From an optimization exercise on the open Yosys and OpenROAD flow, aimed at small area and a short achievable clock period; shortcuts taken in it are not production practice. At most, simulation tests tie the RTL to the original design; equivalence was not proved. The clock port is modelled as an ideal driver; clocking choices that lean on that would not hold on a real chip. Power figures rest on the tool's default switching activity, not on a simulated workload.

==> flow/design.v <==
`timescale 1ns/10ps
module FP_MUL(CLK, RESET, ENABLE, DATA_IN, DATA_OUT, READY);
input         CLK;
input         RESET;
input         ENABLE;
input   [7:0] DATA_IN;
output  [7:0] DATA_OUT;
output        READY;
reg     [7:0] DATA_OUT;
reg           READY;
reg     [6:0] t;
always @(posedge CLK) begin
	if (RESET || t == 7'd72)
		t <= 7'd0;
	else
		t <= t + 7'd1;
end
reg op;
always @(posedge CLK) begin
	if (t == 7'd16)
		op <= ENABLE;
end
reg    [51:0] A;
reg    [10:0] E;
reg           s;
reg    [39:0] B;
wire    [4:0] elo = {1'b0, E[3:0]} + {1'b0, DATA_OUT[7:4]} + 5'd1;
always @(posedge CLK) begin
	if (t == 7'd1) A[7:0]   <= DATA_IN;
	if (t == 7'd2) A[15:8]  <= DATA_IN;
	if (t == 7'd3) A[23:16] <= DATA_IN;
	if (t == 7'd4) A[31:24] <= DATA_IN;
	if (t == 7'd5) A[39:32] <= DATA_IN;
	if (t == 7'd6) A[47:40] <= DATA_IN;
	if (t == 7'd7) A[51:48] <= DATA_IN[3:0];
end
always @(posedge CLK) begin
	if (t == 7'd7)
		E[3:0] <= DATA_IN[7:4];
	else if (t == 7'd16)
		E[3:0] <= elo[3:0];
	if (t == 7'd8)
		E[10:4] <= DATA_IN[6:0];
	else if (t == 7'd17)
		E[10:4] <= E[10:4] + DATA_OUT[6:0] + {6'd0, rc} + 7'h40;
end
always @(posedge CLK) begin
	if (t == 7'd8)
		s <= DATA_IN[7];
	else if (t == 7'd16)
		s <= s ^ DATA_IN[7];
end
integer k, j;
always @(posedge CLK) begin
	B <= {2'b00, B[39:2]};
	for (k = 0; k < 7; k = k + 1)
		if (t == 7'd9 + k)
			for (j = 0; j < 8; j = j + 1)
				if (6*k + j < 40)
					B[6*k + j] <= DATA_IN[j];
	if (t == 7'd16)
		B[38] <= 1'b1;
end
reg    [54:0] Sn;
reg    [52:0] Cn;
reg           cser;
reg           cflag;
reg           rc;
wire          run = (t >= 7'd10) && (t <= 7'd62);
reg           g;       
always @(posedge CLK) g <= !RESET && (t >= 7'd9) && (t <= 7'd35);
wire          b0  = B[0] & g;
wire          b1  = B[1] & g;
wire   [52:0] MA   = {1'b1, A};
wire   [56:0] pp0n = ~({57{b0}} & {4'd0, MA});
wire   [56:0] pp1n = ~({57{b1}} & {3'd0, MA, 1'b0});
wire   [56:0] Sxn  = {2'b11, Sn};
wire   [56:0] Cxn  = {4'b1111, Cn};
wire   [56:0] sum1n = Sxn ^ Cxn ^ pp0n;
wire   [56:0] car1n = {(Sxn[55:0] & Cxn[55:0]) | (Sxn[55:0] & pp0n[55:0]) | (Cxn[55:0] & pp0n[55:0]), 1'b1};
wire   [56:0] sum2n = sum1n ^ car1n ^ pp1n;
wire   [56:0] car2n = {(sum1n[55:0] & car1n[55:0]) | (sum1n[55:0] & pp1n[55:0]) | (car1n[55:0] & pp1n[55:0]), 1'b1};
wire          s20  = ~sum2n[0];
wire          s21  = ~sum2n[1];
wire          c21  = ~car2n[1];
wire          out0 = s20 ^ cser;
wire          k0   = s20 & cser;
wire          out1 = s21 ^ c21 ^ k0;
wire          cout = (s21 & c21) | (s21 & k0) | (c21 & k0);
wire          ins1 = (t >= 7'd35) & out1;
wire          ins0 = (t >= 7'd36) & out0;
always @(posedge CLK) begin
	Cn   <= car2n[54:2];
	cser <= cout;
	if (run)
		Sn <= {~ins1, ~ins0, sum2n[54:2]};
	else
		Sn <= {8'hff, Sn[54:8]};
end
wire   [54:0] S = ~Sn;
wire    [7:0] win = cflag ? S[9:2] : S[8:1];
wire    [8:0] inc = {1'b0, win} + {8'd0, rc};
wire    [4:0] lo  = {1'b0, win[3:0]} + {4'd0, rc};
wire    [4:0] hi  = {1'b0, E[3:0]} + {4'd0, cflag};
wire    [6:0] eh  = E[10:4] + {6'd0, rc};
always @(posedge CLK) begin
	if (t == 7'd62)
		cflag <= out1;
end
always @(posedge CLK) begin
	if (t == 7'd16) begin
		rc <= elo[4];
	end else if (t == 7'd62) begin
		rc <= out1 ? S[3] : S[2];
	end else if (t == 7'd69) begin
		rc <= hi[4];
	end else begin
		rc <= inc[8];
	end
end
always @(posedge CLK) begin
	if (t == 7'd15 || t == 7'd16)
		DATA_OUT <= DATA_IN;
	else if (t == 7'd69)
		DATA_OUT <= {hi[3:0], lo[3:0]};
	else if (t == 7'd70)
		DATA_OUT <= {s, eh};
	else
		DATA_OUT <= inc[7:0];
end
always @(posedge CLK) begin
	if (RESET)
		READY <= 1'b0;
	else
		READY <= op && (t >= 7'd63) && (t <= 7'd70);
end
endmodule
export LEC_CHECK = 0
export CAP_MARGIN = 20
export CORE_MARGIN = 2
export CORE_UTILIZATION = 40
export SLEW_MARGIN = 20
create_clock -name core_clock -period 12.5 [get_ports {CLK}]
standard.sh (not shown) runs the stock make flow with config.mk's settings and CLKGATE_MAP_FILE= SYNTH_SCRIPT=/design/flow/synth_recipe.tcl, a recipe that flattens the netlist after the stock synthesis.
==> flow/flow/run.sh <==
#!/bin/bash
# Standard ORFS layout with fast port buffers and a larger setup margin for repair_timing.
set -euo pipefail
bash standard.sh "BUFFER_PORTS_ARGS=-buffer_cell sky130_fd_sc_hd__buf_2" SETUP_SLACK_MARGIN=9 finish > make_finish.log 2>&1
The baseline produced a clean layout.
Change:
--- a/flow/design.v
+++ b/flow/design.v
@@ -23,8 +23,7 @@
 reg    [51:0] A;
 reg    [10:0] E;
 reg           s;
-reg    [39:0] B;
-wire    [4:0] elo = {1'b0, E[3:0]} + {1'b0, DATA_OUT[7:4]} + 5'd1;
+reg    [48:0] B;
 always @(posedge CLK) begin
 	if (t == 7'd1) A[7:0]   <= DATA_IN;
 	if (t == 7'd2) A[15:8]  <= DATA_IN;
@@ -37,12 +36,10 @@
 always @(posedge CLK) begin
 	if (t == 7'd7)
 		E[3:0] <= DATA_IN[7:4];
-	else if (t == 7'd16)
-		E[3:0] <= elo[3:0];
-	if (t == 7'd8)
+	else if (t == 7'd8)
 		E[10:4] <= DATA_IN[6:0];
 	else if (t == 7'd17)
-		E[10:4] <= E[10:4] + DATA_OUT[6:0] + {6'd0, rc} + 7'h40;
+		E <= E + B[48:38] + 11'd1025;    
 end
 always @(posedge CLK) begin
 	if (t == 7'd8)
@@ -52,14 +49,14 @@
 end
 integer k, j;
 always @(posedge CLK) begin
-	B <= {2'b00, B[39:2]};
-	for (k = 0; k < 7; k = k + 1)
+	B <= {2'b00, B[48:2]};
+	for (k = 0; k < 8; k = k + 1)
 		if (t == 7'd9 + k)
 			for (j = 0; j < 8; j = j + 1)
-				if (6*k + j < 40)
+				if (6*k + j < 49)
 					B[6*k + j] <= DATA_IN[j];
-	if (t == 7'd16)
-		B[38] <= 1'b1;
+	if (t == 7'd17)
+		B[48:36] <= 13'd1;
 end
 reg    [54:0] Sn;
 reg    [52:0] Cn;
@@ -67,10 +64,8 @@
 reg           cflag;
 reg           rc;
 wire          run = (t >= 7'd10) && (t <= 7'd62);
-reg           g;       
-always @(posedge CLK) g <= !RESET && (t >= 7'd9) && (t <= 7'd35);
-wire          b0  = B[0] & g;
-wire          b1  = B[1] & g;
+wire          b0  = B[0];
+wire          b1  = B[1];
 wire   [52:0] MA   = {1'b1, A};
 wire   [56:0] pp0n = ~({57{b0}} & {4'd0, MA});
 wire   [56:0] pp1n = ~({57{b1}} & {3'd0, MA, 1'b0});
@@ -90,12 +85,15 @@
 wire          ins1 = (t >= 7'd35) & out1;
 wire          ins0 = (t >= 7'd36) & out0;
 always @(posedge CLK) begin
-	Cn   <= car2n[54:2];
-	cser <= cout;
-	if (run)
-		Sn <= {~ins1, ~ins0, sum2n[54:2]};
-	else
-		Sn <= {8'hff, Sn[54:8]};
+	if (run) begin
+		Sn   <= {~ins1, ~ins0, sum2n[54:2]};
+		Cn   <= car2n[54:2];
+		cser <= cout;
+	end else begin
+		Sn   <= {8'hff, Sn[54:8]};
+		Cn   <= {53{1'b1}};
+		cser <= 1'b0;
+	end
 end
 wire   [54:0] S = ~Sn;
 wire    [7:0] win = cflag ? S[9:2] : S[8:1];
@@ -108,9 +106,7 @@
 		cflag <= out1;
 end
 always @(posedge CLK) begin
-	if (t == 7'd16) begin
-		rc <= elo[4];
-	end else if (t == 7'd62) begin
+	if (t == 7'd62) begin
 		rc <= out1 ? S[3] : S[2];
 	end else if (t == 7'd69) begin
 		rc <= hi[4];
@@ -119,9 +115,7 @@
 	end
 end
 always @(posedge CLK) begin
-	if (t == 7'd15 || t == 7'd16)
-		DATA_OUT <= DATA_IN;
-	else if (t == 7'd69)
+	if (t == 7'd69)
 		DATA_OUT <= {hi[3:0], lo[3:0]};
 	else if (t == 7'd70)
 		DATA_OUT <= {s, eh};
Fmax stays flat.
First-iteration DRC count rose by 5.2%.
Register-to-register slack loses 0.06 ns.
Total power went up by 6.1%.
Wire length grows by 7.7%.
Cell area went up by 8.0%.
Die area increases by 8.1%.
Worst hold slack stays flat.
Worst setup slack got worse by 0.0060 ns.
The RTL of the second run of this note was laid out without a check of its function.

* * *

FP_MUL, a different RTL version from the one above (not shown whole).
Size in the first run: about 840 cells after synthesis, roughly 210 flip-flops, ~10000 µm² of cells after synthesis.
==> module FP_MUL, before the edit <==
module FP_MUL(CLK, RESET, ENABLE, DATA_IN, DATA_OUT, READY);
input         CLK;
input         RESET;
input         ENABLE;
input   [7:0] DATA_IN;
output  [7:0] DATA_OUT;
output        READY;
reg     [7:0] DATA_OUT;
reg           READY;
reg     [6:0] t;
always @(posedge CLK) begin
	if (RESET || t == 7'd72)
		t <= 7'd0;
	else
		t <= t + 7'd1;
end
reg op;
always @(posedge CLK) begin
	if (t == 7'd16)
		op <= ENABLE;
end
reg    [51:0] A;
reg    [10:0] E;
reg           s;
reg    [39:0] B;
wire    [4:0] elo = {1'b0, E[3:0]} + {1'b0, DATA_OUT[7:4]} + 5'd1;
always @(posedge CLK) begin
	if (t == 7'd1) A[7:0]   <= DATA_IN;
	if (t == 7'd2) A[15:8]  <= DATA_IN;
	if (t == 7'd3) A[23:16] <= DATA_IN;
	if (t == 7'd4) A[31:24] <= DATA_IN;
	if (t == 7'd5) A[39:32] <= DATA_IN;
	if (t == 7'd6) A[47:40] <= DATA_IN;
	if (t == 7'd7) A[51:48] <= DATA_IN[3:0];
end
always @(posedge CLK) begin
	if (t == 7'd7)
		E[3:0] <= DATA_IN[7:4];
	else if (t == 7'd16)
		E[3:0] <= elo[3:0];
	if (t == 7'd8)
		E[10:4] <= DATA_IN[6:0];
	else if (t == 7'd17)
		E[10:4] <= E[10:4] + DATA_OUT[6:0] + {6'd0, rc} + 7'h40;
end
always @(posedge CLK) begin
	if (t == 7'd8)
		s <= DATA_IN[7];
	else if (t == 7'd16)
		s <= s ^ DATA_IN[7];
end
integer k, j;
always @(posedge CLK) begin
	B <= {2'b00, B[39:2]};
	for (k = 0; k < 7; k = k + 1)
		if (t == 7'd9 + k)
			for (j = 0; j < 8; j = j + 1)
				if (6*k + j < 40)
					B[6*k + j] <= DATA_IN[j];
	if (t == 7'd16)
		B[38] <= 1'b1;
	if (t < 7'd9 || t > 7'd35)
		B[1:0] <= 2'b00;
end
reg    [54:0] Sn;
reg    [26:0] Kn;
reg           cflag;
reg           rc;
wire          run = (t >= 7'd10) && (t <= 7'd62);
wire          b0  = B[0];
wire          b1  = B[1];
wire   [52:0] MA   = {1'b1, A};
wire   [55:0] pp0n = ~({56{b0}} & {3'd0, MA});
wire   [55:0] pp1n = ~({56{b1}} & {2'd0, MA, 1'b0});
wire   [55:0] Sxn  = {1'b1, Sn};
wire   [55:0] s1n;
wire   [55:0] c1n;
assign c1n[0]  = 1'b1;
assign s1n[0]  = ~(Sxn[0] ^ pp0n[0]);
assign c1n[1]  = Sxn[0] | pp0n[0];
assign s1n[53] = ~(Sxn[53] ^ pp1n[53]);
assign c1n[54] = Sxn[53] | pp1n[53];
assign s1n[54] = Sxn[54];
assign c1n[55] = 1'b1;
assign s1n[55] = 1'b1;
genvar i;
generate for (i = 1; i < 53; i = i + 1) begin : row
	FP_MUL_fa fa (.a(Sxn[i]), .b(pp0n[i]), .c(pp1n[i]), .s(s1n[i]), .co(c1n[i+1]));
end endgenerate
wire   [54:0] rn;
wire   [26:0] kn;       
wire   [27:0] hn;
assign rn[0] = ~(s1n[0] ^ Kn[0]);
assign hn[0] = s1n[0] | Kn[0];
assign rn[54] = ~(s1n[54] ^ c1n[54]);
genvar m;
generate for (m = 0; m < 27; m = m + 1) begin : pair
	if (m > 0) begin : l
		FP_MUL_fa lo (.a(s1n[2*m]), .b(c1n[2*m]), .c(Kn[m]), .s(rn[2*m]), .co(hn[m]));
	end
	FP_MUL_fa hi (.a(s1n[2*m+1]), .b(c1n[2*m+1]), .c(hn[m]), .s(rn[2*m+1]), .co(kn[m]));
end endgenerate
wire          out0 = ~rn[0];
wire          out1 = ~rn[1];
wire          ins1 = (t >= 7'd35) & out1;
wire          ins0 = (t >= 7'd36) & out0;
always @(posedge CLK) begin
	Kn <= kn;
	if (run)
		Sn <= {~ins1, ~ins0, rn[54:2]};
	else
		Sn <= {8'hff, Sn[54:8]};
end
wire   [54:0] S = ~Sn;
wire    [7:0] win = cflag ? S[9:2] : S[8:1];
wire    [8:0] inc = {1'b0, win} + {8'd0, rc};
wire    [4:0] lo  = {1'b0, win[3:0]} + {4'd0, rc};
wire    [4:0] hi  = {1'b0, E[3:0]} + {4'd0, cflag};
wire    [6:0] eh  = E[10:4] + {6'd0, rc};
always @(posedge CLK) begin
	if (t == 7'd62)
		cflag <= out1;
end
always @(posedge CLK) begin
	if (t == 7'd16) begin
		rc <= elo[4];
	end else if (t == 7'd62) begin
		rc <= out1 ? S[3] : S[2];
	end else if (t == 7'd69) begin
		rc <= hi[4];
	end else begin
		rc <= inc[8];
	end
end
always @(posedge CLK) begin
	if (t == 7'd15 || t == 7'd16)
		DATA_OUT <= DATA_IN;
	else if (t == 7'd69)
		DATA_OUT <= {hi[3:0], lo[3:0]};
	else if (t == 7'd70)
		DATA_OUT <= {s, eh};
	else
		DATA_OUT <= inc[7:0];
end
always @(posedge CLK) begin
	if (RESET)
		READY <= 1'b0;
	else
		READY <= op && (t >= 7'd63) && (t <= 7'd70);
end
endmodule
==> flow/config.mk <==
export PLATFORM = sky130hd
export DESIGN_NAME = FP_MUL
export DESIGN_NICKNAME = FP_MUL
export VERILOG_FILES = /design/flow/design.v
export SDC_FILE = /design/flow/constraint.sdc
export NUM_CORES = 4
export LEC_CHECK = 0
export CAP_MARGIN = 20
export CORE_MARGIN = 2
export CORE_UTILIZATION = 40
export SLEW_MARGIN = 20
==> flow/constraint.sdc <==
create_clock -name core_clock -period 12.5 [get_ports {CLK}]
set_input_delay 2.5000 -clock core_clock [delete_from_list [all_inputs] [get_ports {CLK}]]
set_output_delay 2.5000 -clock core_clock [all_outputs]
set_load 0.01 [all_outputs]
==> flow/flow/run.sh <==
#!/bin/bash
# Standard ORFS layout (the standard.sh) with these changes:
#  - port buffers use buf_2 instead of the default pick (a slow delay cell);
#  - after CTS, the clock tree's middle level is removed (collapse_clk.tcl), so
#    the clock reaches every register through two buffers instead of three.
# Each tool's output goes to a log file in this folder; ORFS keeps its step logs in orfs/logs.
set -euo pipefail
VARS=("BUFFER_PORTS_ARGS=-buffer_cell sky130_fd_sc_hd__buf_2"
      SETUP_SLACK_MARGIN=9.3 SYNTH_HIERARCHICAL=1 CTS_CLUSTER_SIZE=30 CTS_CLUSTER_DIAMETER=100)
bash standard.sh "${VARS[@]}" cts > make_cts.log 2>&1
R=orfs/results/sky130hd/FP_MUL/base
CTS_ODB=$R/4_cts.odb openroad -no_init -exit flow/collapse_clk.tcl > collapse_clk.log 2>&1
bash standard.sh "${VARS[@]}" finish > make_finish.log 2>&1
==> flow/flow/collapse_clk.tcl <==
# Remove the intermediate levels of the clock tree that CTS built: every clock
# buffer that is fed by another buffer and drives only clock buffers is taken
# out, and its loads are moved to the net that feeds it. The root buffer then
# drives the leaf buffers directly; every register keeps the same number of
# buffers between it and the clock port.
read_db $::env(CTS_ODB)
set block [ord::get_db_block]
proc is_clkbuf {inst} { string match "sky130_fd_sc_hd__clkbuf_*" [[$inst getMaster] getName] }
set removed 0
set changed 1
while {$changed} {
  set changed 0
  foreach inst [$block getInsts] {
    if {![is_clkbuf $inst]} continue
    set in [$inst findITerm A]
    set out [$inst findITerm X]
    set innet [$in getNet]
    set outnet [$out getNet]
    if {$innet eq "NULL" || $outnet eq "NULL"} continue
    if {[llength [$innet getBTerms]] > 0} continue
    set drv ""
    foreach it [$innet getITerms] { if {[$it isOutputSignal]} { set drv [$it getInst] } }
    if {$drv eq "" || ![is_clkbuf $drv]} continue
    set ok 1
    set loads {}
    foreach it [$outnet getITerms] {
      if {[$it isOutputSignal]} continue
      if {![is_clkbuf [$it getInst]]} { set ok 0; break }
      lappend loads $it
    }
    if {!$ok || [llength $loads] == 0} continue
    foreach it $loads { $it disconnect; $it connect $innet }
    $in disconnect
    $out disconnect
    puts "removed [$inst getName] ([llength $loads] loads moved to [$innet getName])"
    odb::dbInst_destroy $inst
    odb::dbNet_destroy $outnet
    incr removed
    set changed 1
    break
  }
}
puts "removed $removed clock buffers"
write_db $::env(CTS_ODB)
The starting point finished with timing, DRC and antenna clean.
Edit:
--- a/flow/design.v
+++ b/flow/design.v
@@ -114,34 +114,30 @@
 end
 wire   [54:0] S = ~Sn;
 wire    [7:0] win = cflag ? S[9:2] : S[8:1];
-wire    [8:0] inc = {1'b0, win} + {8'd0, rc};
-wire    [4:0] lo  = {1'b0, win[3:0]} + {4'd0, rc};
-wire    [4:0] hi  = {1'b0, E[3:0]} + {4'd0, cflag};
-wire    [6:0] eh  = E[10:4] + {6'd0, rc};
+wire    [7:0] X   = (t == 7'd70) ? {s, E[10:4]} :
+                    (t == 7'd69) ? {E[3:0], win[3:0]} : win;
+wire    [4:0] lo  = {1'b0, X[3:0]} + {4'd0, rc};
+wire          c4  = (t == 7'd69) ? cflag : lo[4];
+wire    [3:0] hi  = {1'b0, X[6:4]} + {3'd0, c4};
+wire          b7  = (t == 7'd70) ? X[7] : X[7] ^ hi[3];
+wire          c8  = X[7] & hi[3];
 always @(posedge CLK) begin
 	if (t == 7'd62)
 		cflag <= out1;
 end
 always @(posedge CLK) begin
-	if (t == 7'd16) begin
+	if (t == 7'd16)
 		rc <= elo[4];
-	end else if (t == 7'd62) begin
+	else if (t == 7'd62)
 		rc <= out1 ? S[3] : S[2];
-	end else if (t == 7'd69) begin
-		rc <= hi[4];
-	end else begin
-		rc <= inc[8];
-	end
+	else
+		rc <= c8;
 end
 always @(posedge CLK) begin
 	if (t == 7'd15 || t == 7'd16)
 		DATA_OUT <= DATA_IN;
-	else if (t == 7'd69)
-		DATA_OUT <= {hi[3:0], lo[3:0]};
-	else if (t == 7'd70)
-		DATA_OUT <= {s, eh};
 	else
-		DATA_OUT <= inc[7:0];
+		DATA_OUT <= {b7, hi[2:0], lo[3:0]};
 end
 always @(posedge CLK) begin
 	if (RESET)
The changed run finished with timing, DRC and antenna clean.
Via count falls by a few percent.
Register-to-register slack is better by 0.07 ns.
Final cell count came out lower by a few percent.
Worst setup slack gets better by 0.0034 ns.
Routed wire length fell by a few percent.
Only the layout flow was run in the first run of this note; the RTL was not checked for function there.

re-timing with driven ports:
In the flow no input, the clock included, has a driving cell. The finished layouts below were timed again as built, in two steps.
Step 1 (the two cells are an assumption about what drives the block):
set clk [get_ports {CLK}]
set_driving_cell -lib_cell sky130_fd_sc_hd__clkbuf_16 $clk
set_driving_cell -lib_cell sky130_fd_sc_hd__buf_2 [delete_from_list [all_inputs] $clk]
Step 2 also shifts input and output timing later by t, the mid clock arrival at the registers, as if the neighbouring blocks saw the same clock.
Three values: ideal, step 1, step 2; two values: the first two.
run	t (ns)	setup WS [ns]	worst setup path at the end	latest minus earliest clock arrival (ns)	pins driven straight from the clock port
the first run of note 1	0.561	9.007 / 8.958 / 9.139	input to register	0.012 / 0.012	1
the second run of note 1	0.582	9.001 / 8.953 / 9.109	input to register	0.024 / 0.024	1
the first run of note 2	0.450	9.096 / 9.048 / 9.150	input to register	0.024 / 0.024	1
the second run of note 2	0.441	9.099 / 9.056 / 9.165	input to register	0.024 / 0.023	1
After both steps every run listed still meets setup and hold.
